This is an optimization exercise on Yosys and OpenROAD, whose aim is small area and a short achievable clock period, not a production implementation.
For this run, only the layout was checked, not whether the RTL still works.
Power is estimated from default activity; no workload was simulated.

==> design/flow/design.v <==
`timescale 1ns / 1ps
module sigmoid9slices (
    input wire clk,
    input wire rst_n,
    input wire signed [15:0] x0_in,
    input wire signed [15:0] x1_in,
    input wire valid_in,
    output reg signed [15:0] y0_out,
    output reg signed [15:0] y1_out,
    output reg valid_out
);
    reg v1, v2;
    always @(posedge clk or negedge rst_n)
        if (!rst_n) begin v1 <= 1'b0; v2 <= 1'b0; valid_out <= 1'b0; end
        else begin v1 <= valid_in; v2 <= v1; valid_out <= v2; end
    function [4:0] thr(input [14:0] u);
        reg lo155, lo2ab, g1, g2, g3, g4, g5;
        begin
            lo155 = u[9] | (u[8] & u[7]) | (u[8] & u[6] & (u[5] | (u[4] & u[3]) | (u[4] & u[2] & (u[1] | u[0]))));
            lo2ab = u[10] | (u[9] & u[8]) | (u[9] & u[7] & (u[6] | (u[5] & u[4]) | (u[5] & u[3] & (u[2] | (u[1] & u[0])))));
            g2 = u[14] | u[13] | u[12];
            g5 = u[14] | (u[13] & u[12]);
            g1 = g2 | u[11] | (u[10] & lo155);
            g3 = u[14] | u[13] | (u[12] & u[11] & lo2ab);
            g4 = u[14] | (u[13] & (u[12] | u[11] | (u[10] & lo155)));
            thr = {g5, g4, g3, g2, g1};
        end
    endfunction
    function [5:0] dec(input [15:0] x);
        reg [14:0] u;
        reg g1, g2, g3, g4, g5;
        reg [4:0] gp, gn;
        begin
            u = x[14:0];
            gp = thr(u);
            gn = thr(~u);
            {g5, g4, g3, g2, g1} = x[15] ? gn : gp;
            dec = {g5, ~g1, g1 & ~g2, g2 & ~g3, g3 & ~g4, g4 & ~g5};
        end
    endfunction
    reg [12:0] a0, a1;   
    reg [5:0] c0, c1;
    always @(posedge clk) begin
        a0 <= {x0_in[15], x0_in[11:0]}; a1 <= {x1_in[15], x1_in[11:0]};
        c0 <= dec(x0_in); c1 <= dec(x1_in);
    end
    wire [10:0] xr0 = a0[10:0];
    wire [10:0] xn0 = ~a0[10:0];
    wire sat0 = c0[5];
    wire r0_0_0 = (c0[0] & xr0[0]) | (c0[1] & xn0[0]);
    wire r0_0_1 = c0[1];
    wire r0_1_0 = ((c0[0] | c0[2] | c0[3]) & xr0[0]) | (c0[1] & xn0[1]) | (c0[4] & xn0[0]);
    wire r0_1_1 = (c0[0] & xr0[1]) | c0[4];
    wire r0_2_0 = ((c0[0] | c0[2] | c0[3]) & xr0[1]) | (c0[1] & xn0[2]) | (c0[4] & xn0[1]);
    wire r0_2_1 = (c0[0] & xr0[2]);
    wire r0_3_0 = ((c0[0] | c0[2] | c0[3]) & xr0[2]) | (c0[1] & xn0[3]) | (c0[4] & xn0[2]);
    wire r0_3_1 = ((c0[0] | c0[1]) & xr0[0]);
    wire r0_3_2 = (c0[0] & xr0[3]);
    wire r0_4_0 = ((c0[0] | c0[2] | c0[3]) & xr0[3]) | (c0[1] & xn0[4]) | (c0[4] & xn0[0]);
    wire r0_4_1 = ((c0[0] | c0[1]) & xr0[1]) | (c0[3] & xr0[0]) | c0[4];
    wire r0_4_2 = (c0[0] & xr0[4]) | (c0[4] & xn0[3]);
    wire r0_5_0 = ((c0[0] | c0[2] | c0[3]) & xr0[4]) | (c0[1] & xr0[0]) | (c0[4] & xn0[1]);
    wire r0_5_1 = ((c0[0] | c0[1]) & xr0[2]) | (c0[3] & xr0[1]) | (c0[4] & xn0[4]);
    wire r0_5_2 = (c0[0] & xr0[5]) | (c0[1] & xn0[5]);
    wire r0_6_0 = ((c0[0] | c0[2] | c0[3]) & xr0[5]) | (c0[1] & xr0[1]) | (c0[4] & xn0[2]);
    wire r0_6_1 = ((c0[0] | c0[1]) & xr0[3]) | (c0[3] & xr0[0]) | (c0[4] & xn0[5]);
    wire r0_6_2 = (c0[0] & xr0[6]) | (c0[1] & xn0[6]) | (c0[3] & xr0[2]);
    wire r0_7_0 = ((c0[0] | c0[2] | c0[3]) & xr0[6]) | (c0[1] & xr0[2]) | (c0[4] & xn0[3]);
    wire r0_7_1 = ((c0[0] | c0[1]) & xr0[4]) | (c0[2] & xr0[0]) | (c0[3] & xr0[1]) | (c0[4] & xn0[6]);
    wire r0_7_2 = (c0[0] & xr0[7]) | (c0[1] & xn0[7]) | (c0[3] & xr0[3]);
    wire r0_8_0 = ((c0[0] | c0[2] | c0[3]) & xr0[7]) | (c0[1] & xr0[3]) | (c0[4] & xn0[4]);
    wire r0_8_1 = ((c0[0] | c0[1]) & xr0[5]) | (c0[2] & xr0[1]) | (c0[3] & xr0[0]) | (c0[4] & xn0[7]);
    wire r0_8_2 = (c0[0] & xr0[8]) | (c0[1] & xn0[8]) | (c0[3] & xr0[2]);
    wire r0_8_3 = (c0[3] & xr0[4]);
    wire r0_9_0 = ((c0[0] | c0[2] | c0[3]) & xr0[8]) | (c0[1] & xr0[4]) | (c0[4] & xr0[0]);
    wire r0_9_1 = ((c0[0] | c0[1]) & xr0[6]) | (c0[2] & xr0[2]) | (c0[3] & xr0[1]) | (c0[4] & xn0[5]);
    wire r0_9_2 = (c0[0] & xr0[9]) | (c0[1] & xn0[9]) | (c0[3] & xr0[3]) | (c0[4] & xn0[8]);
    wire r0_9_3 = (c0[3] & xr0[5]);
    wire r0_10_0 = ((c0[0] | c0[2] | c0[3]) & xr0[9]) | (c0[1] & xr0[5]) | (c0[4] & xr0[1]);
    wire r0_10_1 = ((c0[0] | c0[1]) & xr0[7]) | (c0[2] & xr0[3]) | (c0[3] & xr0[2]) | (c0[4] & xn0[6]);
    wire r0_10_2 = (c0[0] & xr0[10]) | (c0[1] & xn0[10]) | (c0[3] & xr0[4]) | (c0[4] & xn0[9]);
    wire r0_10_3 = (c0[3] & xr0[6]);
    wire r0_11_0 = ((c0[0] | c0[1]) & xr0[8]) | (c0[2] & xr0[4]) | (c0[3] & xr0[3]) | (c0[4] & xr0[2]);
    wire r0_11_1 = ((c0[0] | c0[2]) & xr0[10]) | (c0[1] & xr0[6]) | (c0[3] & xr0[5]) | (c0[4] & xn0[7]);
    wire r0_11_2 = (c0[3] & xr0[7]) | (c0[4] & xn0[10]);
    wire r0_11_3 = ((c0[0] | c0[1]) & ((a0[12] & a0[11]) | (~a0[12] & a0[11]))) | c0[2] | (c0[3] & ((a0[12] & ~a0[11] & a0[10]) | (~a0[12] & ~a0[11] & a0[10]) | (~a0[12] & a0[11] & a0[10]))) | (sat0 & (a0[12] | ~a0[12]));
    wire r0_12_0 = ((c0[0] | c0[1]) & xr0[9]) | (c0[2] & xr0[5]) | (c0[3] & xr0[4]) | (c0[4] & xr0[3]);
    wire r0_12_1 = (c0[1] & xr0[7]) | (c0[3] & xr0[6]) | (c0[4] & xn0[8]);
    wire r0_12_2 = (c0[3] & xr0[8]);
    wire r0_12_3 = (c0[0] & ((a0[12] & ~a0[11]) | (~a0[12] & a0[11]))) | (c0[1] & ((a0[12] & a0[11]) | (a0[12] & ~a0[11]))) | (c0[2] & ((a0[12] & a0[11]) | (~a0[12] & ~a0[11]))) | (c0[3] & ((a0[12] & a0[11] & ~a0[10]) | (~a0[12] & a0[11] & ~a0[10]) | (~a0[12] & a0[11] & a0[10]))) | (c0[4] & ((~a0[12] & ~a0[11]))) | (sat0 & (~a0[12]));
    wire r0_13_0 = ((c0[0] | c0[1]) & xr0[10]) | (c0[2] & xr0[6]) | (c0[3] & xr0[5]) | (c0[4] & xr0[4]);
    wire r0_13_1 = (c0[1] & xr0[8]) | (c0[3] & xr0[7]) | (c0[4] & xn0[9]);
    wire r0_13_2 = (c0[3] & xr0[9]);
    wire r0_13_3 = (c0[0] & ((a0[12] & a0[11]))) | (c0[1] & ((~a0[12] & a0[11]) | (~a0[12] & ~a0[11]))) | (c0[2] & ((~a0[12] & a0[11]))) | (c0[3] & ((a0[12] & ~a0[11] & ~a0[10]) | (a0[12] & ~a0[11] & a0[10]) | (a0[12] & a0[11] & ~a0[10]))) | (c0[4] & ((~a0[12] & ~a0[11]))) | (sat0 & (a0[12]));
    wire r0_14_0 = (c0[1] & xr0[9]) | (c0[2] & xr0[7]) | (c0[3] & xr0[6]) | (c0[4] & xr0[5]);
    wire r0_14_1 = (c0[3] & xr0[8]) | (c0[4] & xn0[10]);
    wire r0_14_2 = (c0[3] & xr0[10]);
    wire r0_14_3 = (c0[0] & ((a0[12] & a0[11]) | (~a0[12] & ~a0[11]))) | (c0[1] & ((a0[12] & ~a0[11]) | (~a0[12] & a0[11]))) | (c0[2] & ((~a0[12] & ~a0[11]) | (~a0[12] & a0[11]))) | (c0[3] & ((~a0[12] & ~a0[11] & a0[10]) | (~a0[12] & a0[11] & ~a0[10]) | (~a0[12] & a0[11] & a0[10]))) | (c0[4] & ((~a0[12] & ~a0[11]))) | (sat0 & (~a0[12]));
    wire r0_15_0 = (c0[1] & xr0[10]) | (c0[2] & xr0[8]) | (c0[3] & xr0[7]) | (c0[4] & xr0[6]);
    wire r0_15_1 = (c0[3] & xr0[9]);
    wire r0_15_2 = (c0[0] & ((~a0[12] & a0[11]))) | (c0[1] & ((~a0[12] & ~a0[11]))) | (c0[2] & ((a0[12] & ~a0[11]) | (a0[12] & a0[11]))) | (c0[3] & ((a0[12] & ~a0[11] & ~a0[10]) | (a0[12] & ~a0[11] & a0[10]) | (~a0[12] & a0[11] & ~a0[10]) | (~a0[12] & a0[11] & a0[10]))) | (sat0 & (~a0[12]));
    wire r0_16_0 = (c0[2] & xr0[9]) | (c0[3] & xr0[8]) | (c0[4] & xr0[7]);
    wire r0_16_1 = (c0[3] & xr0[10]);
    wire r0_16_2 = (c0[0] & ((~a0[12] & ~a0[11]) | (~a0[12] & a0[11]))) | (c0[1] & ((a0[12] & ~a0[11]) | (~a0[12] & a0[11]))) | (c0[2] & ((a0[12] & ~a0[11]) | (a0[12] & a0[11]))) | (c0[3] & ((a0[12] & ~a0[11] & ~a0[10]) | (a0[12] & ~a0[11] & a0[10]) | (~a0[12] & ~a0[11] & a0[10]) | (~a0[12] & a0[11] & ~a0[10]) | (~a0[12] & a0[11] & a0[10]))) | (c0[4] & ((~a0[12] & ~a0[11]))) | (sat0 & (~a0[12]));
    wire r0_17_0 = (c0[2] & xr0[10]) | (c0[3] & xr0[9]) | (c0[4] & xr0[8]);
    wire r0_17_1 = (c0[0] & ((~a0[12] & ~a0[11]) | (~a0[12] & a0[11]))) | ((c0[1] | c0[4]) & ((~a0[12] & ~a0[11]))) | (c0[2] & ((a0[12] & ~a0[11]) | (a0[12] & a0[11]))) | (c0[3] & ((a0[12] & ~a0[11] & ~a0[10]) | (a0[12] & ~a0[11] & a0[10]) | (a0[12] & a0[11] & ~a0[10]) | (~a0[12] & ~a0[11] & a0[10]))) | (sat0 & (~a0[12]));
    wire r0_18_0 = (c0[3] & xr0[10]) | (c0[4] & xr0[9]);
    wire r0_18_1 = (c0[0] & ((~a0[12] & ~a0[11]) | (~a0[12] & a0[11]))) | (c0[1] & ((~a0[12] & a0[11]) | (~a0[12] & ~a0[11]))) | (c0[2] & ((a0[12] & ~a0[11]) | (~a0[12] & a0[11]))) | (c0[3] & ((a0[12] & ~a0[11] & ~a0[10]) | (a0[12] & ~a0[11] & a0[10]) | (~a0[12] & a0[11] & ~a0[10]) | (~a0[12] & a0[11] & a0[10]))) | (c0[4] & ((~a0[12] & ~a0[11]))) | (sat0 & (~a0[12]));
    wire r0_19_0 = (c0[4] & xr0[10]);
    wire r0_19_1 = (c0[0] & ((~a0[12] & ~a0[11]) | (~a0[12] & a0[11]))) | (c0[1] & ((~a0[12] & a0[11]) | (~a0[12] & ~a0[11]))) | (c0[2] & ((a0[12] & ~a0[11]) | (~a0[12] & ~a0[11]) | (~a0[12] & a0[11]))) | (c0[3] & ((~a0[12] & a0[11] & ~a0[10]) | (~a0[12] & a0[11] & a0[10]))) | (c0[4] & ((~a0[12] & ~a0[11]))) | (sat0 & (~a0[12]));
    wire r0_20_0 = (c0[0] & ((~a0[12] & ~a0[11]) | (~a0[12] & a0[11]))) | (c0[1] & ((~a0[12] & a0[11]) | (~a0[12] & ~a0[11]))) | (c0[2] & ((a0[12] & ~a0[11]) | (~a0[12] & ~a0[11]) | (~a0[12] & a0[11]))) | (c0[3] & ((a0[12] & a0[11] & ~a0[10]))) | c0[4] | (sat0 & (~a0[12]));
    wire r0_21_0 = (c0[0] & ((~a0[12] & ~a0[11]) | (~a0[12] & a0[11]))) | (c0[1] & ((~a0[12] & a0[11]) | (~a0[12] & ~a0[11]))) | (c0[2] & ((a0[12] & ~a0[11]) | (~a0[12] & ~a0[11]) | (~a0[12] & a0[11]))) | (c0[3] & ((~a0[12] & ~a0[11] & a0[10]) | (~a0[12] & a0[11] & ~a0[10]) | (~a0[12] & a0[11] & a0[10]))) | (sat0 & (~a0[12]));
    wire h0_1s = r0_8_0 ^ r0_8_1;
    wire h0_1c = r0_8_0 & r0_8_1;
    wire f0_2s = r0_9_0 ^ r0_9_1 ^ r0_9_2;
    wire f0_2c = (r0_9_0 & r0_9_1) | (r0_9_0 & r0_9_2) | (r0_9_1 & r0_9_2);
    wire f0_3s = r0_10_0 ^ r0_10_1 ^ r0_10_2;
    wire f0_3c = (r0_10_0 & r0_10_1) | (r0_10_0 & r0_10_2) | (r0_10_1 & r0_10_2);
    wire f0_4s = r0_11_0 ^ r0_11_1 ^ r0_11_2;
    wire f0_4c = (r0_11_0 & r0_11_1) | (r0_11_0 & r0_11_2) | (r0_11_1 & r0_11_2);
    wire f0_5s = r0_12_0 ^ r0_12_1 ^ r0_12_2;
    wire f0_5c = (r0_12_0 & r0_12_1) | (r0_12_0 & r0_12_2) | (r0_12_1 & r0_12_2);
    wire f0_6s = r0_13_0 ^ r0_13_1 ^ r0_13_2;
    wire f0_6c = (r0_13_0 & r0_13_1) | (r0_13_0 & r0_13_2) | (r0_13_1 & r0_13_2);
    wire f0_7s = r0_14_0 ^ r0_14_1 ^ r0_14_2;
    wire f0_7c = (r0_14_0 & r0_14_1) | (r0_14_0 & r0_14_2) | (r0_14_1 & r0_14_2);
    wire h0_8s = r0_15_0 ^ r0_15_1;
    wire h0_8c = r0_15_0 & r0_15_1;
    wire h0_9s = r0_16_0 ^ r0_16_1;
    wire h0_9c = r0_16_0 & r0_16_1;
    wire h0_10s = r0_3_0 ^ r0_3_1;
    wire h0_10c = r0_3_0 & r0_3_1;
    wire f0_11s = r0_4_0 ^ r0_4_1 ^ r0_4_2;
    wire f0_11c = (r0_4_0 & r0_4_1) | (r0_4_0 & r0_4_2) | (r0_4_1 & r0_4_2);
    wire f0_12s = r0_5_0 ^ r0_5_1 ^ r0_5_2;
    wire f0_12c = (r0_5_0 & r0_5_1) | (r0_5_0 & r0_5_2) | (r0_5_1 & r0_5_2);
    wire f0_13s = r0_6_0 ^ r0_6_1 ^ r0_6_2;
    wire f0_13c = (r0_6_0 & r0_6_1) | (r0_6_0 & r0_6_2) | (r0_6_1 & r0_6_2);
    wire f0_14s = r0_7_0 ^ r0_7_1 ^ r0_7_2;
    wire f0_14c = (r0_7_0 & r0_7_1) | (r0_7_0 & r0_7_2) | (r0_7_1 & r0_7_2);
    wire f0_15s = r0_8_2 ^ r0_8_3 ^ h0_1s;
    wire f0_15c = (r0_8_2 & r0_8_3) | (r0_8_2 & h0_1s) | (r0_8_3 & h0_1s);
    wire f0_16s = r0_9_3 ^ h0_1c ^ f0_2s;
    wire f0_16c = (r0_9_3 & h0_1c) | (r0_9_3 & f0_2s) | (h0_1c & f0_2s);
    wire f0_17s = r0_10_3 ^ f0_2c ^ f0_3s;
    wire f0_17c = (r0_10_3 & f0_2c) | (r0_10_3 & f0_3s) | (f0_2c & f0_3s);
    wire f0_18s = r0_11_3 ^ f0_3c ^ f0_4s;
    wire f0_18c = (r0_11_3 & f0_3c) | (r0_11_3 & f0_4s) | (f0_3c & f0_4s);
    wire f0_19s = r0_12_3 ^ f0_4c ^ f0_5s;
    wire f0_19c = (r0_12_3 & f0_4c) | (r0_12_3 & f0_5s) | (f0_4c & f0_5s);
    wire f0_20s = r0_13_3 ^ f0_5c ^ f0_6s;
    wire f0_20c = (r0_13_3 & f0_5c) | (r0_13_3 & f0_6s) | (f0_5c & f0_6s);
    wire f0_21s = r0_14_3 ^ f0_6c ^ f0_7s;
    wire f0_21c = (r0_14_3 & f0_6c) | (r0_14_3 & f0_7s) | (f0_6c & f0_7s);
    wire f0_22s = r0_15_2 ^ f0_7c ^ h0_8s;
    wire f0_22c = (r0_15_2 & f0_7c) | (r0_15_2 & h0_8s) | (f0_7c & h0_8s);
    wire f0_23s = r0_16_2 ^ h0_8c ^ h0_9s;
    wire f0_23c = (r0_16_2 & h0_8c) | (r0_16_2 & h0_9s) | (h0_8c & h0_9s);
    wire f0_24s = r0_17_0 ^ r0_17_1 ^ h0_9c;
    wire f0_24c = (r0_17_0 & r0_17_1) | (r0_17_0 & h0_9c) | (r0_17_1 & h0_9c);
    wire h0_25s = r0_18_0 ^ r0_18_1;
    wire h0_25c = r0_18_0 & r0_18_1;
    wire h0_26s = r0_19_0 ^ r0_19_1;
    wire h0_26c = r0_19_0 & r0_19_1;
    wire lg0_27 = (r0_1_0 & r0_1_1) | ((r0_1_0 | r0_1_1) & (r0_0_0 & r0_0_1));
    wire lp0_27 = (r0_1_0 | r0_1_1) & (r0_0_0 | r0_0_1);
    wire lg0_28 = (r0_3_2 & h0_10s) | ((r0_3_2 | h0_10s) & (r0_2_0 & r0_2_1));
    wire lp0_28 = (r0_3_2 | h0_10s) & (r0_2_0 | r0_2_1);
    wire lg0_29 = (f0_11c & f0_12s) | ((f0_11c | f0_12s) & (h0_10c & f0_11s));
    wire lp0_29 = (f0_11c | f0_12s) & (h0_10c | f0_11s);
    wire lg0_30 = lg0_28 | (lp0_28 & lg0_27);
    wire lp0_30 = lp0_28 & lp0_27;
    wire lg0_31 = lg0_29 | (lp0_29 & lg0_30);
    wire lp0_31 = lp0_29 & lp0_30;
    wire lg0_32 = (f0_13c & f0_14s) | ((f0_13c | f0_14s) & (f0_12c & f0_13s));
    wire lp0_32 = (f0_13c | f0_14s) & (f0_12c | f0_13s);
    wire lg0_33 = (f0_15c & f0_16s) | ((f0_15c | f0_16s) & (f0_14c & f0_15s));
    wire lp0_33 = (f0_15c | f0_16s) & (f0_14c | f0_15s);
    wire lg0_34 = lg0_33 | (lp0_33 & lg0_32);
    wire lp0_34 = lp0_33 & lp0_32;
    wire lg0_35 = (f0_16c & f0_17s) | ((f0_16c | f0_17s) & lg0_34);
    wire lp0_35 = (f0_16c | f0_17s) & lp0_34;
    reg [10:0] sa0, sb0;
    reg lgl0, lgh0, lph0;   
    wire lc0 = lgh0 | (lph0 & lgl0);
    always @(posedge clk) begin
        sa0 <= {r0_21_0, r0_20_0, h0_25c, f0_24c, f0_23c, f0_22c, f0_21c, f0_20c, f0_19c, f0_18c, f0_17c};
        sb0 <= {1'b0, h0_26c, h0_26s, h0_25s, f0_24s, f0_23s, f0_22s, f0_21s, f0_20s, f0_19s, f0_18s};
        lgl0 <= lg0_31; lgh0 <= lg0_35; lph0 <= lp0_35;
    end
    wire [10:0] ys0;
    wire ys0_p0 = (sa0[0] ^ sb0[0]);
    wire ys0_p1 = (sa0[1] ^ sb0[1]);
    wire ys0_p2 = (sa0[2] ^ sb0[2]);
    wire ys0_p3 = (sa0[3] ^ sb0[3]);
    wire ys0_p4 = (sa0[4] ^ sb0[4]);
    wire ys0_p5 = (sa0[5] ^ sb0[5]);
    wire ys0_p6 = (sa0[6] ^ sb0[6]);
    wire ys0_p7 = (sa0[7] ^ sb0[7]);
    wire ys0_p8 = (sa0[8] ^ sb0[8]);
    wire ys0_p9 = (sa0[9] ^ sb0[9]);
    wire ys0_p10 = (sa0[10] ^ sb0[10]);
    wire ys0_g0 = (sa0[0] & sb0[0]) | (ys0_p0 & lc0);
    wire ys0_g1 = (sa0[1] & sb0[1]);
    wire ys0_g2 = (sa0[2] & sb0[2]);
    wire ys0_g3 = (sa0[3] & sb0[3]);
    wire ys0_g4 = (sa0[4] & sb0[4]);
    wire ys0_g5 = (sa0[5] & sb0[5]);
    wire ys0_g6 = (sa0[6] & sb0[6]);
    wire ys0_g7 = (sa0[7] & sb0[7]);
    wire ys0_g8 = (sa0[8] & sb0[8]);
    wire ys0_g9 = (sa0[9] & sb0[9]);
    wire ys0_g10 = (sa0[10] & sb0[10]);
    wire ys0_G36 = ys0_g1 | (ys0_p1 & ys0_g0);
    wire ys0_P36 = ys0_p1 & ys0_p0;
    wire ys0_G37 = ys0_g3 | (ys0_p3 & ys0_g2);
    wire ys0_P37 = ys0_p3 & ys0_p2;
    wire ys0_G38 = ys0_g5 | (ys0_p5 & ys0_g4);
    wire ys0_P38 = ys0_p5 & ys0_p4;
    wire ys0_G39 = ys0_g7 | (ys0_p7 & ys0_g6);
    wire ys0_P39 = ys0_p7 & ys0_p6;
    wire ys0_G40 = ys0_g9 | (ys0_p9 & ys0_g8);
    wire ys0_P40 = ys0_p9 & ys0_p8;
    wire ys0_G41 = ys0_G37 | (ys0_P37 & ys0_G36);
    wire ys0_P41 = ys0_P37 & ys0_P36;
    wire ys0_G42 = ys0_G39 | (ys0_P39 & ys0_G38);
    wire ys0_P42 = ys0_P39 & ys0_P38;
    wire ys0_G43 = ys0_G42 | (ys0_P42 & ys0_G41);
    wire ys0_P43 = ys0_P42 & ys0_P41;
    wire ys0_G44 = ys0_G38 | (ys0_P38 & ys0_G41);
    wire ys0_P44 = ys0_P38 & ys0_P41;
    wire ys0_G45 = ys0_G40 | (ys0_P40 & ys0_G43);
    wire ys0_P45 = ys0_P40 & ys0_P43;
    wire ys0_G46 = ys0_g2 | (ys0_p2 & ys0_G36);
    wire ys0_P46 = ys0_p2 & ys0_P36;
    wire ys0_G47 = ys0_g4 | (ys0_p4 & ys0_G41);
    wire ys0_P47 = ys0_p4 & ys0_P41;
    wire ys0_G48 = ys0_g6 | (ys0_p6 & ys0_G44);
    wire ys0_P48 = ys0_p6 & ys0_P44;
    wire ys0_G49 = ys0_g8 | (ys0_p8 & ys0_G43);
    wire ys0_P49 = ys0_p8 & ys0_P43;
    wire ys0_G50 = ys0_g10 | (ys0_p10 & ys0_G45);
    wire ys0_P50 = ys0_p10 & ys0_P45;
    assign ys0[0] = ys0_p0 ^ lc0;
    assign ys0[1] = ys0_p1 ^ ys0_g0;
    assign ys0[2] = ys0_p2 ^ ys0_G36;
    assign ys0[3] = ys0_p3 ^ ys0_G46;
    assign ys0[4] = ys0_p4 ^ ys0_G41;
    assign ys0[5] = ys0_p5 ^ ys0_G47;
    assign ys0[6] = ys0_p6 ^ ys0_G44;
    assign ys0[7] = ys0_p7 ^ ys0_G48;
    assign ys0[8] = ys0_p8 ^ ys0_G43;
    assign ys0[9] = ys0_p9 ^ ys0_G49;
    assign ys0[10] = ys0_p10 ^ ys0_G45;
    wire ys0_co = ys0_G50;
    always @(posedge clk) y0_out <= {5'b0, ys0};
    wire [10:0] xr1 = a1[10:0];
    wire [10:0] xn1 = ~a1[10:0];
    wire sat1 = c1[5];
    wire r1_0_0 = (c1[0] & xr1[0]) | (c1[1] & xn1[0]);
    wire r1_0_1 = c1[1];
    wire r1_1_0 = ((c1[0] | c1[2] | c1[3]) & xr1[0]) | (c1[1] & xn1[1]) | (c1[4] & xn1[0]);
    wire r1_1_1 = (c1[0] & xr1[1]) | c1[4];
    wire r1_2_0 = ((c1[0] | c1[2] | c1[3]) & xr1[1]) | (c1[1] & xn1[2]) | (c1[4] & xn1[1]);
    wire r1_2_1 = (c1[0] & xr1[2]);
    wire r1_3_0 = ((c1[0] | c1[2] | c1[3]) & xr1[2]) | (c1[1] & xn1[3]) | (c1[4] & xn1[2]);
    wire r1_3_1 = ((c1[0] | c1[1]) & xr1[0]);
    wire r1_3_2 = (c1[0] & xr1[3]);
    wire r1_4_0 = ((c1[0] | c1[2] | c1[3]) & xr1[3]) | (c1[1] & xn1[4]) | (c1[4] & xn1[0]);
    wire r1_4_1 = ((c1[0] | c1[1]) & xr1[1]) | (c1[3] & xr1[0]) | c1[4];
    wire r1_4_2 = (c1[0] & xr1[4]) | (c1[4] & xn1[3]);
    wire r1_5_0 = ((c1[0] | c1[2] | c1[3]) & xr1[4]) | (c1[1] & xr1[0]) | (c1[4] & xn1[1]);
    wire r1_5_1 = ((c1[0] | c1[1]) & xr1[2]) | (c1[3] & xr1[1]) | (c1[4] & xn1[4]);
    wire r1_5_2 = (c1[0] & xr1[5]) | (c1[1] & xn1[5]);
    wire r1_6_0 = ((c1[0] | c1[2] | c1[3]) & xr1[5]) | (c1[1] & xr1[1]) | (c1[4] & xn1[2]);
    wire r1_6_1 = ((c1[0] | c1[1]) & xr1[3]) | (c1[3] & xr1[0]) | (c1[4] & xn1[5]);
    wire r1_6_2 = (c1[0] & xr1[6]) | (c1[1] & xn1[6]) | (c1[3] & xr1[2]);
    wire r1_7_0 = ((c1[0] | c1[2] | c1[3]) & xr1[6]) | (c1[1] & xr1[2]) | (c1[4] & xn1[3]);
    wire r1_7_1 = ((c1[0] | c1[1]) & xr1[4]) | (c1[2] & xr1[0]) | (c1[3] & xr1[1]) | (c1[4] & xn1[6]);
    wire r1_7_2 = (c1[0] & xr1[7]) | (c1[1] & xn1[7]) | (c1[3] & xr1[3]);
    wire r1_8_0 = ((c1[0] | c1[2] | c1[3]) & xr1[7]) | (c1[1] & xr1[3]) | (c1[4] & xn1[4]);
    wire r1_8_1 = ((c1[0] | c1[1]) & xr1[5]) | (c1[2] & xr1[1]) | (c1[3] & xr1[0]) | (c1[4] & xn1[7]);
    wire r1_8_2 = (c1[0] & xr1[8]) | (c1[1] & xn1[8]) | (c1[3] & xr1[2]);
    wire r1_8_3 = (c1[3] & xr1[4]);
    wire r1_9_0 = ((c1[0] | c1[2] | c1[3]) & xr1[8]) | (c1[1] & xr1[4]) | (c1[4] & xr1[0]);
    wire r1_9_1 = ((c1[0] | c1[1]) & xr1[6]) | (c1[2] & xr1[2]) | (c1[3] & xr1[1]) | (c1[4] & xn1[5]);
    wire r1_9_2 = (c1[0] & xr1[9]) | (c1[1] & xn1[9]) | (c1[3] & xr1[3]) | (c1[4] & xn1[8]);
    wire r1_9_3 = (c1[3] & xr1[5]);
    wire r1_10_0 = ((c1[0] | c1[2] | c1[3]) & xr1[9]) | (c1[1] & xr1[5]) | (c1[4] & xr1[1]);
    wire r1_10_1 = ((c1[0] | c1[1]) & xr1[7]) | (c1[2] & xr1[3]) | (c1[3] & xr1[2]) | (c1[4] & xn1[6]);
    wire r1_10_2 = (c1[0] & xr1[10]) | (c1[1] & xn1[10]) | (c1[3] & xr1[4]) | (c1[4] & xn1[9]);
    wire r1_10_3 = (c1[3] & xr1[6]);
    wire r1_11_0 = ((c1[0] | c1[1]) & xr1[8]) | (c1[2] & xr1[4]) | (c1[3] & xr1[3]) | (c1[4] & xr1[2]);
    wire r1_11_1 = ((c1[0] | c1[2]) & xr1[10]) | (c1[1] & xr1[6]) | (c1[3] & xr1[5]) | (c1[4] & xn1[7]);
    wire r1_11_2 = (c1[3] & xr1[7]) | (c1[4] & xn1[10]);
    wire r1_11_3 = ((c1[0] | c1[1]) & ((a1[12] & a1[11]) | (~a1[12] & a1[11]))) | c1[2] | (c1[3] & ((a1[12] & ~a1[11] & a1[10]) | (~a1[12] & ~a1[11] & a1[10]) | (~a1[12] & a1[11] & a1[10]))) | (sat1 & (a1[12] | ~a1[12]));
    wire r1_12_0 = ((c1[0] | c1[1]) & xr1[9]) | (c1[2] & xr1[5]) | (c1[3] & xr1[4]) | (c1[4] & xr1[3]);
    wire r1_12_1 = (c1[1] & xr1[7]) | (c1[3] & xr1[6]) | (c1[4] & xn1[8]);
    wire r1_12_2 = (c1[3] & xr1[8]);
    wire r1_12_3 = (c1[0] & ((a1[12] & ~a1[11]) | (~a1[12] & a1[11]))) | (c1[1] & ((a1[12] & a1[11]) | (a1[12] & ~a1[11]))) | (c1[2] & ((a1[12] & a1[11]) | (~a1[12] & ~a1[11]))) | (c1[3] & ((a1[12] & a1[11] & ~a1[10]) | (~a1[12] & a1[11] & ~a1[10]) | (~a1[12] & a1[11] & a1[10]))) | (c1[4] & ((~a1[12] & ~a1[11]))) | (sat1 & (~a1[12]));
    wire r1_13_0 = ((c1[0] | c1[1]) & xr1[10]) | (c1[2] & xr1[6]) | (c1[3] & xr1[5]) | (c1[4] & xr1[4]);
    wire r1_13_1 = (c1[1] & xr1[8]) | (c1[3] & xr1[7]) | (c1[4] & xn1[9]);
    wire r1_13_2 = (c1[3] & xr1[9]);
    wire r1_13_3 = (c1[0] & ((a1[12] & a1[11]))) | (c1[1] & ((~a1[12] & a1[11]) | (~a1[12] & ~a1[11]))) | (c1[2] & ((~a1[12] & a1[11]))) | (c1[3] & ((a1[12] & ~a1[11] & ~a1[10]) | (a1[12] & ~a1[11] & a1[10]) | (a1[12] & a1[11] & ~a1[10]))) | (c1[4] & ((~a1[12] & ~a1[11]))) | (sat1 & (a1[12]));
    wire r1_14_0 = (c1[1] & xr1[9]) | (c1[2] & xr1[7]) | (c1[3] & xr1[6]) | (c1[4] & xr1[5]);
    wire r1_14_1 = (c1[3] & xr1[8]) | (c1[4] & xn1[10]);
    wire r1_14_2 = (c1[3] & xr1[10]);
    wire r1_14_3 = (c1[0] & ((a1[12] & a1[11]) | (~a1[12] & ~a1[11]))) | (c1[1] & ((a1[12] & ~a1[11]) | (~a1[12] & a1[11]))) | (c1[2] & ((~a1[12] & ~a1[11]) | (~a1[12] & a1[11]))) | (c1[3] & ((~a1[12] & ~a1[11] & a1[10]) | (~a1[12] & a1[11] & ~a1[10]) | (~a1[12] & a1[11] & a1[10]))) | (c1[4] & ((~a1[12] & ~a1[11]))) | (sat1 & (~a1[12]));
    wire r1_15_0 = (c1[1] & xr1[10]) | (c1[2] & xr1[8]) | (c1[3] & xr1[7]) | (c1[4] & xr1[6]);
    wire r1_15_1 = (c1[3] & xr1[9]);
    wire r1_15_2 = (c1[0] & ((~a1[12] & a1[11]))) | (c1[1] & ((~a1[12] & ~a1[11]))) | (c1[2] & ((a1[12] & ~a1[11]) | (a1[12] & a1[11]))) | (c1[3] & ((a1[12] & ~a1[11] & ~a1[10]) | (a1[12] & ~a1[11] & a1[10]) | (~a1[12] & a1[11] & ~a1[10]) | (~a1[12] & a1[11] & a1[10]))) | (sat1 & (~a1[12]));
    wire r1_16_0 = (c1[2] & xr1[9]) | (c1[3] & xr1[8]) | (c1[4] & xr1[7]);
    wire r1_16_1 = (c1[3] & xr1[10]);
    wire r1_16_2 = (c1[0] & ((~a1[12] & ~a1[11]) | (~a1[12] & a1[11]))) | (c1[1] & ((a1[12] & ~a1[11]) | (~a1[12] & a1[11]))) | (c1[2] & ((a1[12] & ~a1[11]) | (a1[12] & a1[11]))) | (c1[3] & ((a1[12] & ~a1[11] & ~a1[10]) | (a1[12] & ~a1[11] & a1[10]) | (~a1[12] & ~a1[11] & a1[10]) | (~a1[12] & a1[11] & ~a1[10]) | (~a1[12] & a1[11] & a1[10]))) | (c1[4] & ((~a1[12] & ~a1[11]))) | (sat1 & (~a1[12]));
    wire r1_17_0 = (c1[2] & xr1[10]) | (c1[3] & xr1[9]) | (c1[4] & xr1[8]);
    wire r1_17_1 = (c1[0] & ((~a1[12] & ~a1[11]) | (~a1[12] & a1[11]))) | ((c1[1] | c1[4]) & ((~a1[12] & ~a1[11]))) | (c1[2] & ((a1[12] & ~a1[11]) | (a1[12] & a1[11]))) | (c1[3] & ((a1[12] & ~a1[11] & ~a1[10]) | (a1[12] & ~a1[11] & a1[10]) | (a1[12] & a1[11] & ~a1[10]) | (~a1[12] & ~a1[11] & a1[10]))) | (sat1 & (~a1[12]));
    wire r1_18_0 = (c1[3] & xr1[10]) | (c1[4] & xr1[9]);
    wire r1_18_1 = (c1[0] & ((~a1[12] & ~a1[11]) | (~a1[12] & a1[11]))) | (c1[1] & ((~a1[12] & a1[11]) | (~a1[12] & ~a1[11]))) | (c1[2] & ((a1[12] & ~a1[11]) | (~a1[12] & a1[11]))) | (c1[3] & ((a1[12] & ~a1[11] & ~a1[10]) | (a1[12] & ~a1[11] & a1[10]) | (~a1[12] & a1[11] & ~a1[10]) | (~a1[12] & a1[11] & a1[10]))) | (c1[4] & ((~a1[12] & ~a1[11]))) | (sat1 & (~a1[12]));
    wire r1_19_0 = (c1[4] & xr1[10]);
    wire r1_19_1 = (c1[0] & ((~a1[12] & ~a1[11]) | (~a1[12] & a1[11]))) | (c1[1] & ((~a1[12] & a1[11]) | (~a1[12] & ~a1[11]))) | (c1[2] & ((a1[12] & ~a1[11]) | (~a1[12] & ~a1[11]) | (~a1[12] & a1[11]))) | (c1[3] & ((~a1[12] & a1[11] & ~a1[10]) | (~a1[12] & a1[11] & a1[10]))) | (c1[4] & ((~a1[12] & ~a1[11]))) | (sat1 & (~a1[12]));
    wire r1_20_0 = (c1[0] & ((~a1[12] & ~a1[11]) | (~a1[12] & a1[11]))) | (c1[1] & ((~a1[12] & a1[11]) | (~a1[12] & ~a1[11]))) | (c1[2] & ((a1[12] & ~a1[11]) | (~a1[12] & ~a1[11]) | (~a1[12] & a1[11]))) | (c1[3] & ((a1[12] & a1[11] & ~a1[10]))) | c1[4] | (sat1 & (~a1[12]));
    wire r1_21_0 = (c1[0] & ((~a1[12] & ~a1[11]) | (~a1[12] & a1[11]))) | (c1[1] & ((~a1[12] & a1[11]) | (~a1[12] & ~a1[11]))) | (c1[2] & ((a1[12] & ~a1[11]) | (~a1[12] & ~a1[11]) | (~a1[12] & a1[11]))) | (c1[3] & ((~a1[12] & ~a1[11] & a1[10]) | (~a1[12] & a1[11] & ~a1[10]) | (~a1[12] & a1[11] & a1[10]))) | (sat1 & (~a1[12]));
    wire h1_51s = r1_8_0 ^ r1_8_1;
    wire h1_51c = r1_8_0 & r1_8_1;
    wire f1_52s = r1_9_0 ^ r1_9_1 ^ r1_9_2;
    wire f1_52c = (r1_9_0 & r1_9_1) | (r1_9_0 & r1_9_2) | (r1_9_1 & r1_9_2);
    wire f1_53s = r1_10_0 ^ r1_10_1 ^ r1_10_2;
    wire f1_53c = (r1_10_0 & r1_10_1) | (r1_10_0 & r1_10_2) | (r1_10_1 & r1_10_2);
    wire f1_54s = r1_11_0 ^ r1_11_1 ^ r1_11_2;
    wire f1_54c = (r1_11_0 & r1_11_1) | (r1_11_0 & r1_11_2) | (r1_11_1 & r1_11_2);
    wire f1_55s = r1_12_0 ^ r1_12_1 ^ r1_12_2;
    wire f1_55c = (r1_12_0 & r1_12_1) | (r1_12_0 & r1_12_2) | (r1_12_1 & r1_12_2);
    wire f1_56s = r1_13_0 ^ r1_13_1 ^ r1_13_2;
    wire f1_56c = (r1_13_0 & r1_13_1) | (r1_13_0 & r1_13_2) | (r1_13_1 & r1_13_2);
    wire f1_57s = r1_14_0 ^ r1_14_1 ^ r1_14_2;
    wire f1_57c = (r1_14_0 & r1_14_1) | (r1_14_0 & r1_14_2) | (r1_14_1 & r1_14_2);
    wire h1_58s = r1_15_0 ^ r1_15_1;
    wire h1_58c = r1_15_0 & r1_15_1;
    wire h1_59s = r1_16_0 ^ r1_16_1;
    wire h1_59c = r1_16_0 & r1_16_1;
    wire h1_60s = r1_3_0 ^ r1_3_1;
    wire h1_60c = r1_3_0 & r1_3_1;
    wire f1_61s = r1_4_0 ^ r1_4_1 ^ r1_4_2;
    wire f1_61c = (r1_4_0 & r1_4_1) | (r1_4_0 & r1_4_2) | (r1_4_1 & r1_4_2);
    wire f1_62s = r1_5_0 ^ r1_5_1 ^ r1_5_2;
    wire f1_62c = (r1_5_0 & r1_5_1) | (r1_5_0 & r1_5_2) | (r1_5_1 & r1_5_2);
    wire f1_63s = r1_6_0 ^ r1_6_1 ^ r1_6_2;
    wire f1_63c = (r1_6_0 & r1_6_1) | (r1_6_0 & r1_6_2) | (r1_6_1 & r1_6_2);
    wire f1_64s = r1_7_0 ^ r1_7_1 ^ r1_7_2;
    wire f1_64c = (r1_7_0 & r1_7_1) | (r1_7_0 & r1_7_2) | (r1_7_1 & r1_7_2);
    wire f1_65s = r1_8_2 ^ r1_8_3 ^ h1_51s;
    wire f1_65c = (r1_8_2 & r1_8_3) | (r1_8_2 & h1_51s) | (r1_8_3 & h1_51s);
    wire f1_66s = r1_9_3 ^ h1_51c ^ f1_52s;
    wire f1_66c = (r1_9_3 & h1_51c) | (r1_9_3 & f1_52s) | (h1_51c & f1_52s);
    wire f1_67s = r1_10_3 ^ f1_52c ^ f1_53s;
    wire f1_67c = (r1_10_3 & f1_52c) | (r1_10_3 & f1_53s) | (f1_52c & f1_53s);
    wire f1_68s = r1_11_3 ^ f1_53c ^ f1_54s;
    wire f1_68c = (r1_11_3 & f1_53c) | (r1_11_3 & f1_54s) | (f1_53c & f1_54s);
    wire f1_69s = r1_12_3 ^ f1_54c ^ f1_55s;
    wire f1_69c = (r1_12_3 & f1_54c) | (r1_12_3 & f1_55s) | (f1_54c & f1_55s);
    wire f1_70s = r1_13_3 ^ f1_55c ^ f1_56s;
    wire f1_70c = (r1_13_3 & f1_55c) | (r1_13_3 & f1_56s) | (f1_55c & f1_56s);
    wire f1_71s = r1_14_3 ^ f1_56c ^ f1_57s;
    wire f1_71c = (r1_14_3 & f1_56c) | (r1_14_3 & f1_57s) | (f1_56c & f1_57s);
    wire f1_72s = r1_15_2 ^ f1_57c ^ h1_58s;
    wire f1_72c = (r1_15_2 & f1_57c) | (r1_15_2 & h1_58s) | (f1_57c & h1_58s);
    wire f1_73s = r1_16_2 ^ h1_58c ^ h1_59s;
    wire f1_73c = (r1_16_2 & h1_58c) | (r1_16_2 & h1_59s) | (h1_58c & h1_59s);
    wire f1_74s = r1_17_0 ^ r1_17_1 ^ h1_59c;
    wire f1_74c = (r1_17_0 & r1_17_1) | (r1_17_0 & h1_59c) | (r1_17_1 & h1_59c);
    wire h1_75s = r1_18_0 ^ r1_18_1;
    wire h1_75c = r1_18_0 & r1_18_1;
    wire h1_76s = r1_19_0 ^ r1_19_1;
    wire h1_76c = r1_19_0 & r1_19_1;
    wire lg1_77 = (r1_1_0 & r1_1_1) | ((r1_1_0 | r1_1_1) & (r1_0_0 & r1_0_1));
    wire lp1_77 = (r1_1_0 | r1_1_1) & (r1_0_0 | r1_0_1);
    wire lg1_78 = (r1_3_2 & h1_60s) | ((r1_3_2 | h1_60s) & (r1_2_0 & r1_2_1));
    wire lp1_78 = (r1_3_2 | h1_60s) & (r1_2_0 | r1_2_1);
    wire lg1_79 = (f1_61c & f1_62s) | ((f1_61c | f1_62s) & (h1_60c & f1_61s));
    wire lp1_79 = (f1_61c | f1_62s) & (h1_60c | f1_61s);
    wire lg1_80 = lg1_78 | (lp1_78 & lg1_77);
    wire lp1_80 = lp1_78 & lp1_77;
    wire lg1_81 = lg1_79 | (lp1_79 & lg1_80);
    wire lp1_81 = lp1_79 & lp1_80;
    wire lg1_82 = (f1_63c & f1_64s) | ((f1_63c | f1_64s) & (f1_62c & f1_63s));
    wire lp1_82 = (f1_63c | f1_64s) & (f1_62c | f1_63s);
    wire lg1_83 = (f1_65c & f1_66s) | ((f1_65c | f1_66s) & (f1_64c & f1_65s));
    wire lp1_83 = (f1_65c | f1_66s) & (f1_64c | f1_65s);
    wire lg1_84 = lg1_83 | (lp1_83 & lg1_82);
    wire lp1_84 = lp1_83 & lp1_82;
    wire lg1_85 = (f1_66c & f1_67s) | ((f1_66c | f1_67s) & lg1_84);
    wire lp1_85 = (f1_66c | f1_67s) & lp1_84;
    reg [10:0] sa1, sb1;
    reg lgl1, lgh1, lph1;   
    wire lc1 = lgh1 | (lph1 & lgl1);
    always @(posedge clk) begin
        sa1 <= {r1_21_0, r1_20_0, h1_75c, f1_74c, f1_73c, f1_72c, f1_71c, f1_70c, f1_69c, f1_68c, f1_67c};
        sb1 <= {1'b0, h1_76c, h1_76s, h1_75s, f1_74s, f1_73s, f1_72s, f1_71s, f1_70s, f1_69s, f1_68s};
        lgl1 <= lg1_81; lgh1 <= lg1_85; lph1 <= lp1_85;
    end
    wire [10:0] ys1;
    wire ys1_p0 = (sa1[0] ^ sb1[0]);
    wire ys1_p1 = (sa1[1] ^ sb1[1]);
    wire ys1_p2 = (sa1[2] ^ sb1[2]);
    wire ys1_p3 = (sa1[3] ^ sb1[3]);
    wire ys1_p4 = (sa1[4] ^ sb1[4]);
    wire ys1_p5 = (sa1[5] ^ sb1[5]);
    wire ys1_p6 = (sa1[6] ^ sb1[6]);
    wire ys1_p7 = (sa1[7] ^ sb1[7]);
    wire ys1_p8 = (sa1[8] ^ sb1[8]);
    wire ys1_p9 = (sa1[9] ^ sb1[9]);
    wire ys1_p10 = (sa1[10] ^ sb1[10]);
    wire ys1_g0 = (sa1[0] & sb1[0]) | (ys1_p0 & lc1);
    wire ys1_g1 = (sa1[1] & sb1[1]);
    wire ys1_g2 = (sa1[2] & sb1[2]);
    wire ys1_g3 = (sa1[3] & sb1[3]);
    wire ys1_g4 = (sa1[4] & sb1[4]);
    wire ys1_g5 = (sa1[5] & sb1[5]);
    wire ys1_g6 = (sa1[6] & sb1[6]);
    wire ys1_g7 = (sa1[7] & sb1[7]);
    wire ys1_g8 = (sa1[8] & sb1[8]);
    wire ys1_g9 = (sa1[9] & sb1[9]);
    wire ys1_g10 = (sa1[10] & sb1[10]);
    wire ys1_G86 = ys1_g1 | (ys1_p1 & ys1_g0);
    wire ys1_P86 = ys1_p1 & ys1_p0;
    wire ys1_G87 = ys1_g3 | (ys1_p3 & ys1_g2);
    wire ys1_P87 = ys1_p3 & ys1_p2;
    wire ys1_G88 = ys1_g5 | (ys1_p5 & ys1_g4);
    wire ys1_P88 = ys1_p5 & ys1_p4;
    wire ys1_G89 = ys1_g7 | (ys1_p7 & ys1_g6);
    wire ys1_P89 = ys1_p7 & ys1_p6;
    wire ys1_G90 = ys1_g9 | (ys1_p9 & ys1_g8);
    wire ys1_P90 = ys1_p9 & ys1_p8;
    wire ys1_G91 = ys1_G87 | (ys1_P87 & ys1_G86);
    wire ys1_P91 = ys1_P87 & ys1_P86;
    wire ys1_G92 = ys1_G89 | (ys1_P89 & ys1_G88);
    wire ys1_P92 = ys1_P89 & ys1_P88;
    wire ys1_G93 = ys1_G92 | (ys1_P92 & ys1_G91);
    wire ys1_P93 = ys1_P92 & ys1_P91;
    wire ys1_G94 = ys1_G88 | (ys1_P88 & ys1_G91);
    wire ys1_P94 = ys1_P88 & ys1_P91;
    wire ys1_G95 = ys1_G90 | (ys1_P90 & ys1_G93);
    wire ys1_P95 = ys1_P90 & ys1_P93;
    wire ys1_G96 = ys1_g2 | (ys1_p2 & ys1_G86);
    wire ys1_P96 = ys1_p2 & ys1_P86;
    wire ys1_G97 = ys1_g4 | (ys1_p4 & ys1_G91);
    wire ys1_P97 = ys1_p4 & ys1_P91;
    wire ys1_G98 = ys1_g6 | (ys1_p6 & ys1_G94);
    wire ys1_P98 = ys1_p6 & ys1_P94;
    wire ys1_G99 = ys1_g8 | (ys1_p8 & ys1_G93);
    wire ys1_P99 = ys1_p8 & ys1_P93;
    wire ys1_G100 = ys1_g10 | (ys1_p10 & ys1_G95);
    wire ys1_P100 = ys1_p10 & ys1_P95;
    assign ys1[0] = ys1_p0 ^ lc1;
    assign ys1[1] = ys1_p1 ^ ys1_g0;
    assign ys1[2] = ys1_p2 ^ ys1_G86;
    assign ys1[3] = ys1_p3 ^ ys1_G96;
    assign ys1[4] = ys1_p4 ^ ys1_G91;
    assign ys1[5] = ys1_p5 ^ ys1_G97;
    assign ys1[6] = ys1_p6 ^ ys1_G94;
    assign ys1[7] = ys1_p7 ^ ys1_G98;
    assign ys1[8] = ys1_p8 ^ ys1_G93;
    assign ys1[9] = ys1_p9 ^ ys1_G99;
    assign ys1[10] = ys1_p10 ^ ys1_G95;
    wire ys1_co = ys1_G100;
    always @(posedge clk) y1_out <= {5'b0, ys1};
endmodule
==> design/flow/flow/run.sh <==
#!/bin/bash
# Standard layout, with plain buffers (instead of delay cells) on the ports, and the
# timing repair aimed at a setup slack of 5.6 ns. The make output goes to standard.log,
# each ORFS step's full log to orfs/logs/.
set -e
export BUFFER_PORTS_ARGS="-buffer_cell sky130_fd_sc_hd__buf_2"
bash standard.sh finish SETUP_SLACK_MARGIN=5.6 > standard.log 2>&1
==> design/flow/standard.sh <==
#!/bin/bash
# synth_recipe.tcl (not shown) runs the flow's synth.tcl, then flattens the netlist and writes it again
# the make line also repeats each setting of config.mk as NAME=value (left out here)
make -C /OpenROAD-flow-scripts/flow DESIGN_CONFIG=/design/flow/config.mk WORK_HOME=/design/flow/orfs CLKGATE_MAP_FILE= SYNTH_SCRIPT=/design/flow/synth_recipe.tcl "${@:-finish}"
==> design/flow/config.mk <==
export PLATFORM = sky130hd
export DESIGN_NAME = sigmoid9slices
export DESIGN_NICKNAME = sigmoid9slices
export VERILOG_FILES = /design/flow/design.v
export SDC_FILE = /design/flow/constraint.sdc
export NUM_CORES = 4
export LEC_CHECK = 0
export ABC_AREA = 1
export CAP_MARGIN = 20
export CORE_MARGIN = 2
export CORE_UTILIZATION = 60
export SETUP_SLACK_MARGIN = 5
export SLEW_MARGIN = 20
export TNS_END_PERCENT = 0
==> design/flow/constraint.sdc <==
create_clock -name core_clock -period 8.0 [get_ports {clk}]
set_input_delay 1.6000 -clock core_clock [delete_from_list [all_inputs] [get_ports {clk}]]
set_output_delay 1.6000 -clock core_clock [all_outputs]
set_load 0.01 [all_outputs]
==> results by group <==
Status
  • Status: finished clean

Critical path
  • Arrival time at the worst endpoint: 2.75 ns
  • CP required: about 8.3 ns
  • Crit path launch type: flip-flop
  • Crit path kind: flip-flop to flip-flop
  • Nature of the critical path endpoint: flip-flop
  • CP max FO: 7

Clock tree
  • Sink Count: 111
  • Maximum root-to-sink buffer count: 2
  • Root Driver: clkbuf_16
  • Clock latency (worst-skew pair): ~0.36 ns
  • CTS tree: yes
  • H-tree depth: 3
  • Num CTS Buffers: 9
  • Clk slew on worst S/H paths: 0.07 ns

Min path
  • Hold Crit Class: flip-flop to flip-flop

Route
  • Post-route ant nets: 0
  • Routed len/inst: approximately 16 um
  • Remaining DRCs: 0
  • Drt initial violations: 479
  • Number of vias per cell: between 5 and 6
  • Via count: 6035
  • First-pass DRT Iterations: 6
  • Post-Route WL: 17540 um

Yosys
  • #FFs+latches synth: 111
  • Largest area contributor in the netlist: dfxtp_1
  • Synth top area cells: dfxtp_1, fa_1, nand2_1
  • Distinct cells, synth: 48
  • Mapped Area: 6904 um2
  • Mux cell area share after synthesis: 0%
  • Sequential fraction of the synthesis area: 32.40%
  • XOR/XNOR Fraction of Synth Area: ~1.0%
  • Syn_area_per_cell: between 8 and 9 um2
  • Simple-gate share of the synthesized area: 18.52%
  • Synth top area share: 31.32%
  • Synth Area in Adders: 21.96%
  • Compound-gate portion of the synthesized area: 15.53%
  • Cells after Synth: 860
  • Main combinational cell family by area after synthesis: adder cells
  • Synth warnings: 1

STA
  • Part of the cycle the worst path needs: 30.87%
  • Setup-failing EPs final: 0
  • Final min period: approximately 2.5 ns
  • Hold Fails Final Rpt: 0
  • Sum of negative setup slack: 0 ns
  • Fmax: roughly 400 MHz
  • Clock Skews: 0.005737 ns
  • RSZ-0062 raised after global routing: yes
  • Final Max Slew Viols: 0

Die
  • Die height: between 100 and 150 um
  • Initial core utilization: 60.99%
  • IO Pins: just under 70
  • Chip width: 111.3 um
  • Core area: 11320 um2
  • Cell row count: 39
  • Die area: ~12000 um2

GRT
  • Vias in the first global route: 6096
  • Grt ovf: 0
  • Initial antenna violation count: 0
  • Wire length of the first global-routing pass: between 20000 and 30000 um
  • Total track usage: 29.33%
  • Largest net degree at the start of global routing: 22

Placement
  • Post-detail-place hpwl: 13500 um
  • IO buf count: 57
  • RePlAce Congestion: 0.9946

Final layout
  • Multi-input logic area: roughly 4000 um2
  • Final net count: 1054
  • Post-layout util: between 60 and 70%
  • Number of fill cells: 914
  • Antenna Cells: 0
  • Share of cells above drive strength 1: 16.27%
  • Area Overhead vs Synth: 13.57%
  • Seq. cell area: approximately 2300 um2
  • Most common cell after layout, fill and taps aside: nand2_1
  • Most frequent cells in the layout: nand2_1, inv_1, dfxtp_1

Power and ir drop
  • Pleak: 4.043 nW
  • Worst VDD drop: between 0.3 and 0.4 mV
  • Power Density: approximately 240 nW/um2

Run
  • Max_cap viols: 0
metal layers:
| layer | wire, um | part of all wire, % | track usage, % |
|---|---|---|---|
| met1 | 7761 | 44 | 39.61 |
| met2 | 8073 | 46 | 47.36 |
| met3 | 1326 | 7.6 | 6.069 |
| met4 | 375 | 2.1 | 9.794 |
| met5 | 0 | 0 | 0 |
cells in the mapped netlist, drive strengths merged:
| cell type | n |
|---|---|
| or2 | 1 |
| a21boi | 2 |
| inv | 140 |
| nor4 | 1 |
| a21o | 6 |
| a221oi | 3 |
| o2111ai | 11 |
| conb | 1 |
| nor2 | 65 |
| clkinv | 1 |
| dfxtp | 108 |
| o211ai | 14 |
| o21bai | 1 |
| nor3 | 3 |
| o31ai | 1 |
| o21a | 8 |
| o22ai | 12 |
| a2111oi | 1 |
| nand4 | 10 |
| o21ai | 39 |
| xor2 | 6 |
| buf | 25 |
| xnor2 | 2 |
| nand3 | 24 |
| a21oi | 52 |
| nand2 | 201 |
| fa | 52 |
| ha | 38 |
| nand3b | 1 |
| o2111a | 1 |
| o221ai | 12 |
| a211oi | 5 |
| dfrtp | 3 |
| and3 | 2 |
| clkbuf | 6 |
| nor3b | 2 |
area by class of cell:
class	count	share of cell area (%)
Multi-Input combinational cell	586	51.41
Sequential cell	111	29.18
Tap cell	143	2.282
Inverter	141	7.356
Clock buffer	9	2.872
Clock inverter	7	0.8936
Timing Repair Buffer	80	6.000
repair_timing:
item	in CTS	in global routing
buffers inserted	18	5
endpoints found under the setup margin	12	24
hold buffers	0	0
pin swaps	5	2
gates resized for setup	40	16
state kept, by name, summed over array words and instances, names as in the netlist:
register and count:
sa1 11, sa0 11, y0_out 11, lgl0 1
v2 1, lgh1 1, sb0 10, lgh0 1
y1_out 11, valid_out 1, c0 6, lph0 1
a0 13, lph1 1, sb1 10, lgl1 1
a1 13, c1 6, v1 1
worst max-delay path, cell delays in order, from the launching register on:
cell and delay, ns:
dfxtp_4 0.37, buf_12 0.14, nor2_4 0.09, inv_2 0.07, nand2_1 0.05, o2111ai_1 0.12
fa_1 0.52, inv_1 0.06, fa_1 0.46, nand2_1 0.10, nand2_1 0.08, a21oi_2 0.13
a21oi_1 0.08, a21oi_1 0.13
cell families after synthesis:
family,after synthesis
buffers and inverters,172
and+or+nand+nor,310
adders and majority gates,90
AOI/OAI and AO/OA,168
other,1
xor gates and xnor gates,8
DFF,111
per-stage QoR:
step	setup slack (ns)	total power, mW	hold slack (ns)	std cells	instance area (um2)
after global placement	5.301	1.336	0.3432	1038	7213
after CTS	5.538	1.856	0.3757	1072	7755
after detailed placement	5.132	1.388	0.3503	1038	7213
after floorplan	5.596	1.185	0.3312	869	6940
after global routing	5.434	1.982	0.3789	1077	7841
final	5.531	1.853	0.3712	1077	7841
path summary, 6_finish.rpt:
path                             end  cells past startpoint  start  slack (ns)
worst max-delay path            lgh1                     13  c1[0]        5.53
worst min-delay path              v2                      0     v1        0.37
worst max register to register  lgh1                     13  c1[0]        5.53
worst min register to register    v2                      0     v1        0.37
max in group asynchronous         v2                      1  rst_n        6.87
min in group asynchronous         v1                      1  rst_n        1.02
power by group:
part / internal [mW] / switching (mW) / leakage, nW / total [mW]
clock: 0.221 / 0.222 / 0.147 / 0.443
combinational: 0.273 / 0.387 / 2.95 / 0.660
sequential: 0.684 / 0.0657 / 0.945 / 0.750
total: 1.18 / 0.674 / 4.04 / 1.85

-- what the ideal ports hide --
How much do the figures lean on ideal ports? The routed layout below was timed once more, with nothing changed but the port constraints.
Step 1: set_driving_cell puts a clkbuf_16 on clk and a buf_2 on each other input, an assumption about the parent block.
Step 2 times the ports against the registers' clock, not the clock port: input delays grow and output delays shrink by t, the midpoint of the rising clock arrivals with the driver on.
Slacks: ideal / step 1 / step 2; pairs: ideal / step 1.
t, ns: 0.397
setup slack, ns: 5.531 / 5.511 / 5.359
worst hold slack (ns): 0.371 / 0.371 / 0.371
clock arrival spread, ns: 0.006 / 0.006
worst register clock-pin slew, ns: 0.08 / 0.08
After both steps this run still meets setup and hold. The setup slack of this run moves by -0.020 ns with the drivers and by -0.172 ns with both steps.
